Source: an optimization exercise on an open RTL-to-GDS flow (aim: small area, a short achievable clock period and few clock cycles). Production flows keep margins and buffers that such runs may drop. Power and IR drop assume default switching activity.

## alpha
## np_read_req_gen
module np_read_req_gen(
    input         clk,
    input         rst,
    input         transferstart,
    input         rd_dma_start_one,
    input  [63:0] dmaras,
    input  [31:0] dmarad,
    input  [31:0] dmarxs,
    input         rd_TX_des_start_one,
    input  [63:0] TX_des_addr,
    input  [2:0]  read_req_size,
    input  [15:0] req_id,
    input  [31:0] completion_pending,
    output        ready,
    output        non_posted_fifo_wren,
    output [63:0] non_posted_fifo_data,
    output [4:0]  tx_waddr,
    output [31:0] tx_wdata,
    output        tx_we
    );
Size in the first run: ~1500 cells after synthesis, roughly 240 flip-flops, ~13000 µm² of cells after synthesis.
Settings: LEC_CHECK=0, CAP_MARGIN=20, CORE_MARGIN=2, CORE_UTILIZATION=40, PLACE_DENSITY=0.6, SLEW_MARGIN=20; clock period 4.5 ns.
standard.sh (not shown) runs the stock make flow with config.mk's settings and CLKGATE_MAP_FILE= SYNTH_SCRIPT=/design/flow/synth_recipe.tcl, a recipe that flattens the netlist after the stock synthesis.
==> flow/flow/run.sh <==
#!/bin/bash
# Standard layout, with small drive-2 buffers on the ports instead of the default delay buffers.
set -euo pipefail
export BUFFER_PORTS_ARGS="-buffer_cell sky130_fd_sc_hd__buf_2"
bash standard.sh > standard_flow.log 2>&1
alpha completed every stage of the flow, and the final layout passed the timing, design-rule and antenna checks.
Relative to alpha, the following input files were edited for beta:
- SETUP_SLACK_MARGIN: unset -> 1.5
Findings:
- As of beta, design area had risen slightly compared to alpha.
- Compared with alpha, net count of the finished layout in beta increased slightly.
- Internal power consumption ends up higher on beta.
Function was not checked in any run of this note: the RTL went through the layout flow alone.

The RTL this note starts from:
==> flow/design.v <==
`timescale 1ns / 1ps
module np_read_req_gen(
    input         clk,
    input         rst,
    input         transferstart,
    input         rd_dma_start_one,
    input  [63:0] dmaras,
    input  [31:0] dmarad,
    input  [31:0] dmarxs,
    input         rd_TX_des_start_one,
    input  [63:0] TX_des_addr,
    input  [2:0]  read_req_size,
    input  [15:0] req_id,
    input  [31:0] completion_pending,
    output        ready,
    output        non_posted_fifo_wren,
    output [63:0] non_posted_fifo_data,
    output [4:0]  tx_waddr,
    output [31:0] tx_wdata,
    output        tx_we
    );
function [11:0] add11(input [10:0] x, input [10:0] y, input cin);
    reg [10:0] g, p, G, P;
    integer l, i, j;
    begin
        g = x & y;
        p = x ^ y;
        G = g;
        P = p;
        G[0] = g[0] | (p[0] & cin);
        for (l = 0; l < 4; l = l + 1)
            for (i = 0; i < 11; i = i + 1)
                if (i & (1 << l)) begin
                    j = ((i >> l) << l) - 1;
                    G[i] = G[i] | (P[i] & G[j]);
                    P[i] = P[i] & P[j];
                end
        add11 = {G[10], p ^ {G[9:0], cin}};
    end
endfunction
function [51:0] pand52(input [51:0] x);
    reg [51:0] s;
    integer l, i, j;
    begin
        s = x;
        for (l = 0; l < 6; l = l + 1)
            for (i = 0; i < 52; i = i + 1)
                if (i & (1 << l)) begin
                    j = ((i >> l) << l) - 1;
                    s[i] = s[i] & s[j];
                end
        pand52 = s;
    end
endfunction
function le11(input [10:0] x, input [10:0] y);
    reg [11:0] r;
    begin
        r = add11(y, ~x, 1'b1);    
        le11 = r[11];
    end
endfunction
reg        rdy, s_calc, s_w1, s_w2;
reg        des;           
reg        last;          
reg        ok;            
reg        fmt;           
reg [63:2] a;             
reg [27:2] d;             
reg [31:2] n;             
reg        nhz;           
reg [12:2] fkb;           
reg [12:2] LA;            
reg [12:2] LB;            
reg        inc, dinc;     
reg [5:0]  rsh;           
reg [4:0]  T;             
reg [5:0]  blk;           
reg        wren;
reg        w2f, w2n;      
wire start_dma = rdy & rd_dma_start_one;
wire start_des = rdy & rd_TX_des_start_one;
wire start = start_dma | start_des;
wire fire1 = s_w1 & ok;   
wire [12:2] R = {rsh, 5'd0};
wire [10:0] m_lo = {|rsh[5:5], |rsh[5:4], |rsh[5:3], |rsh[5:2], |rsh[5:1], 5'b11111};
wire [10:0] m_hi = {|rsh[4:0], |rsh[3:0], |rsh[2:0], |rsh[1:0], rsh[0], 6'b0};
wire nR = nhz & ~|(n[12:2] & m_hi) & (~|(n[12:2] & R) | ~|(n[12:2] & m_lo));
wire FR = ~|(fkb & m_hi) & (~|(fkb & R) | ~|(fkb & m_lo));
wire nF = nhz & le11(n[12:2], fkb);
wire lst = nR & nF;
wire [12:2] Lnx = lst ? n[12:2] : (FR ? fkb : R);
wire s_calc_d = ~rst & start_dma;
wire s_w1_d = ~rst & (start_des | (transferstart & (s_calc | (s_w1 & ~ok) | (s_w2 & ~last))));
wire s_w2_d = ~rst & fire1;
wire rdy_d = rst | (rdy & ~rd_dma_start_one & ~rd_TX_des_start_one)
           | (~transferstart & (s_calc | (s_w1 & ~ok))) | (s_w2 & (last | ~transferstart));
wire [12:2] L_d = (start_des | des) ? 11'd8 : Lnx;
wire [4:0] T_d = T + {4'd0, s_w2};
wire ok_d = ~completion_pending[T_d];
wire fire1_d = s_w1_d & ok_d;
wire [11:0] lo_sum = add11({1'b0, a[11:2]}, {1'b0, LB[11:2]}, 1'b0);
wire [11:0] a_cy = add11({1'b0, a[11:2]}, {1'b0, LA[11:2]}, 1'b0);    
wire [5:0] blk_d = {&a[63:56], &a[55:48], &a[47:40], &a[39:32], &a[31:22], &a[21:12]};
wire [5:0] bcin = {&blk[4:0], &blk[3:0], &blk[2:0], &blk[1:0], blk[0], 1'b1};    
reg [63:12] bpre;    
integer bi;
always @(*) begin
    for (bi = 12; bi < 64; bi = bi + 1)
        if (bi == 12 || bi == 22 || bi == 32 || bi == 40 || bi == 48 || bi == 56)
            bpre[bi] = 1'b1;
        else
            bpre[bi] = bpre[bi-1] & a[bi-1];
end
wire [63:12] hcy = bpre & {{8{bcin[5]}}, {8{bcin[4]}}, {8{bcin[3]}}, {8{bcin[2]}}, {10{bcin[1]}}, {10{bcin[0]}}};
wire [63:12] hi_sum = a[63:12] ^ (hcy & {52{inc}});
wire c32 = inc & blk[0] & blk[1];
wire hi_ones = &blk[5:2];    
wire [63:0] ld_addr = rd_dma_start_one ? dmaras : TX_des_addr;
wire ld_fmt = |ld_addr[63:32];
wire fmt_d = start ? ld_fmt : ((|a[63:32]) & ~(c32 & hi_ones)) | (c32 & ~hi_ones);
wire [11:0] d_lo = add11(d[12:2], LB, 1'b0);
wire [11:0] d_cy = add11(d[12:2], LA, 1'b0);    
wire [14:0] d_hiall = pand52({37'd0, d[27:13]});
wire [27:13] d_hi = d[27:13] ^ ({d_hiall[13:0], 1'b1} & {15{dinc}});
wire [11:0] n_lo = add11(n[12:2], ~LA, 1'b1);            
wire [18:0] n_hiz = pand52({33'd0, ~n[31:13]});
wire [31:13] n_hi = n[31:13] ^ ({n_hiz[17:0], 1'b1} & {19{~n_lo[11]}});
wire n_is1 = n[13] & ~|n[31:14];
wire nhz_d = start_dma ? ~|dmarxs[31:13] : n_lo[11] ? nhz : n_is1;
wire [11:0] f_lo = add11(fkb, ~LA, 1'b1);
wire [11:0] f0 = add11(11'd0, {1'b0, ~dmaras[11:2]}, 1'b1);  
always @(posedge clk) begin
    rdy <= rdy_d;
    s_calc <= s_calc_d;
    s_w1 <= s_w1_d;
    s_w2 <= s_w2_d;
    wren <= s_w2_d | fire1_d;
    w2f <= fire1 & fmt;
    w2n <= fire1 & ~fmt;
    T <= rst ? 5'd0 : T_d;
    blk <= blk_d;
    ok <= ok_d;
    LA <= fire1_d ? L_d : 11'd0;
    LB <= LA;
    inc <= a_cy[10] | LA[12];
    dinc <= d_cy[11];
    last <= lst | start_des | des | (s_w1 & ~transferstart);
    fmt <= fmt_d;
    des <= start_des | (des & ~start_dma);
    rsh <= 6'd1 << read_req_size;
    a <= start ? ld_addr[63:2] : {hi_sum, lo_sum[9:0]};
    d <= start_dma ? dmarad[27:2] : {d_hi, d_lo[10:0]};
    n <= start_dma ? dmarxs[31:2] : {n_hi, n_lo[10:0]};
    nhz <= nhz_d;
    fkb <= start_dma ? f0[10:0] : (fkb == LA) ? 11'd1024 : f_lo[10:0];
end
assign ready = rdy;
assign non_posted_fifo_wren = wren;
assign non_posted_fifo_data[63]    = (w2f & a[63]) | (w2n & a[31]);
assign non_posted_fifo_data[62]    = (w2f & a[62]) | (w2n & a[30]);
assign non_posted_fifo_data[61]    = (w2f & a[61]) | (w2n & a[29]) | (s_w1 & fmt);
assign non_posted_fifo_data[60:42] = ({19{w2f}} & a[60:42]) | ({19{w2n}} & a[28:10]);
assign non_posted_fifo_data[41:34] = ({8{w2f}} & a[41:34]) | ({8{w2n}} & a[9:2]) | ({8{s_w1}} & LA[11:4]);
assign non_posted_fifo_data[33:32] = ({2{w2f}} & a[33:32]) | ({2{s_w1}} & LA[3:2]);
assign non_posted_fifo_data[31:16] = ({16{w2f}} & a[31:16]) | ({16{s_w1}} & req_id);
assign non_posted_fifo_data[15:13] = {3{w2f}} & a[15:13];
assign non_posted_fifo_data[12:8]  = ({5{w2f}} & a[12:8]) | ({5{s_w1}} & T);
assign non_posted_fifo_data[7:2]   = ({6{w2f}} & a[7:2]) | {6{s_w1}};
assign non_posted_fifo_data[1:0]   = {2{s_w1}};
assign tx_we = s_w2;
assign tx_waddr = T;
assign tx_wdata = {des, 9'b0, d[27:6]};
endmodule
clock: 4.5 ns
lec_check: 0
cap_margin: 20
core_margin: 2
core_utilization: 55
cts_buf_list: sky130_fd_sc_hd__clkbuf_8
place_density: 0.7
setup_slack_margin: 2.0
slew_margin: 20
==> flow/flow/run.sh <==
#!/bin/bash
# Layout flow: the standard flow (standard.sh) with two changes.
#  1. Synthesis runs the standard script (synth_recipe.tcl) except that ABC maps with
#     flow/abc_delay.script (delay-driven) and adders are not pre-mapped to ripple
#     full/half-adder cells (ADDER_MAP_FILE empty). The registers, their names and cell
#     types are the same as in the standard synthesis.
#  2. Ports get sky130_fd_sc_hd__buf_1 buffers instead of the default delay-buffer cell.
# Each tool's output goes to a log file in this folder (synth.log, standard_flow.log) and
# ORFS's own logs under orfs/logs.
set -euo pipefail
here=$(pwd)
sed 's|^source \$::env(SCRIPTS_DIR)/synth.tcl$|source '"$here"'/flow/synth_delay.tcl|' synth_recipe.tcl > synth_delay_top.tcl
grep -q 'flow/synth_delay.tcl' synth_delay_top.tcl
sed 's|SYNTH_SCRIPT=[^ ]*|SYNTH_SCRIPT='"$here"'/synth_delay_top.tcl|' standard.sh > standard_delay.sh
grep -q 'synth_delay_top.tcl' standard_delay.sh
MY_ABC_SCRIPT=$here/flow/abc_delay.script ADDER_MAP_FILE= bash standard_delay.sh synth > synth.log 2>&1
export BUFFER_PORTS_ARGS="-buffer_cell sky130_fd_sc_hd__buf_1"
bash standard.sh > standard_flow.log 2>&1
==> flow/flow/abc_delay.script <==
strash
dch
map -D 1500
buffer -p
upsize -D 1500
dnsize -D 1500
stime -p
==> flow/flow/synth_delay.tcl <==
# ORFS's synth.tcl, with its ABC call given flow/abc_delay.script (a delay-driven mapping)
# in place of the platform's default ABC script. Everything else is unchanged.
set f [open $::env(SCRIPTS_DIR)/synth.tcl]
set txt [read $f]
close $f
set old {log_cmd abc {*}$abc_args}
if {[string first $old $txt] < 0} { error "synth_delay.tcl: ABC call not found in synth.tcl" }
set txt [string map [list $old {log_cmd abc -script $::env(MY_ABC_SCRIPT) {*}[lrange $abc_args 2 end]}] $txt]
uplevel #0 $txt
Then changed:
- CTS_BUF_LIST: sky130_fd_sc_hd__clkbuf_8 -> not set
- GPL_TIMING_DRIVEN: not set -> 0
The new run completed with no timing, DRC or antenna violations.
Cell area came out higher by 1.7%.
Register-to-register slack is worse by 60 ps.
Wire length came out higher by 10%.
Maximum frequency came out higher by 1.7%.
Power came out higher by 11%.
Cell count came out higher by 1.9%.
Die area is unchanged.
First-iteration DRC count came out higher by 32%.
Area after synthesis does not change.
Via count came out higher by 5.0%.
Clock power came out higher by 50%.
Then changed:
- GPL_TIMING_DRIVEN: 0 -> not set
What happened: Design area shrinks by 1.8%; via count shrinks by about 4.6%; setup slack is worse by 39 ps; global-route usage shrinks by 3.0 points; synthesized cell count stays the same; total power shrinks by about 4.4%; critical path depth does not change; fmax shrinks by 1.5%; area after synthesis stays the same; flip-flop and latch count is unchanged; final cell count shrinks by 2.2%.
Then changed:
- SETUP_SLACK_MARGIN: 2.0 -> 2.15
Total power grows by 3.3%; wire length hardly moves; worst setup slack improves by 88 ps; register-to-register slack is better by 130 ps; global-route usage is lower by 1.2 points; area after synthesis is unchanged; maximum frequency is higher by 3.6%; design area increases by 6.0%; clock-buffer cell count goes up by 3.
Then changed:
- CTS_BUF_LIST: not set -> sky130_fd_sc_hd__clkbuf_4 sky130_fd_sc_hd__clkbuf_8
- SETUP_SLACK_MARGIN: 2.15 -> 2.0
Via count goes down slightly.
Routed wire length goes down slightly.
Worst hold slack improved by 14 ps.
Global-route usage climbs by 0.79 points.
Worst setup slack gets worse by 91 ps.
Register-to-register slack loses 70 ps.
Clock skew went up by 6.8 ps.
Power shrinks by a little under a tenth.
Then changed:
- CTS_BUF_LIST: sky130_fd_sc_hd__clkbuf_4 sky130_fd_sc_hd__clkbuf_8 -> not set
- SETUP_SLACK_MARGIN: 2.0 -> 2.3
Result:
- The new run finished with timing, DRC and antenna clean
- cell area grows by 7.8%
- critical path depth grows by 2
- global-route usage grows by 0.14 points
- total power grows by about 14%
- clock power grows by 40%
- hold slack hardly moves
- worst setup slack improved by 97 ps
No functional check of the RTL was part of any run of this note.

==> afterwards: timing with drivers on the ports <==
The results above use ideal ports. As a check the final layouts listed here were re-extracted and re-timed, cells and wires unchanged.
Step 1 sets driving cells, clkbuf_16 on the clock port and buf_2 on the other inputs (assumed; they add their load-dependent delay and slew).
Step 2 adds t to the input delays and takes it off the output delays; t is the mean of the earliest and latest rising clock arrival at the registers after step 1. Input paths then give back, and output paths get back, about the clock's delay inside the block.
Slacks: no drivers / after step 1 / after step 2; pairs: no drivers / after step 1.
run	t (ns)	setup slack, ns	worst hold slack (ns)	worst setup path after step 2	worst data-port slew with drivers (ns)
alpha	0.592	1.097 / 1.097 / 1.097	0.392 / 0.392 / 0.392	register to register	0.08
beta	0.591	1.655 / 1.655 / 1.499	0.392 / 0.392 / 0.392	input to register	0.08
the first run of note 2	0.524	1.967 / 1.924 / 1.606	0.420 / 0.420 / 0.420	input to register	0.07
the second run of note 2	0.484	2.009 / 1.962 / 1.641	0.413 / 0.413 / 0.413	input to register	0.08
the third run of note 2	0.482	1.970 / 1.923 / 1.627	0.414 / 0.414 / 0.414	input to register	0.07
the fourth run of note 2	0.494	2.058 / 2.009 / 1.705	0.406 / 0.406 / 0.406	input to register	0.07
the fifth run of note 2	0.524	1.967 / 1.924 / 1.606	0.420 / 0.420 / 0.420	input to register	0.07
the sixth run of note 2	0.489	2.064 / 2.014 / 1.823	0.422 / 0.422 / 0.422	input to register	0.09
After both steps every run listed still meets setup and hold. For the second run of note 2, which loses most, drivers alone change the setup slack by -0.047 ns; drivers and shift together by -0.368 ns.
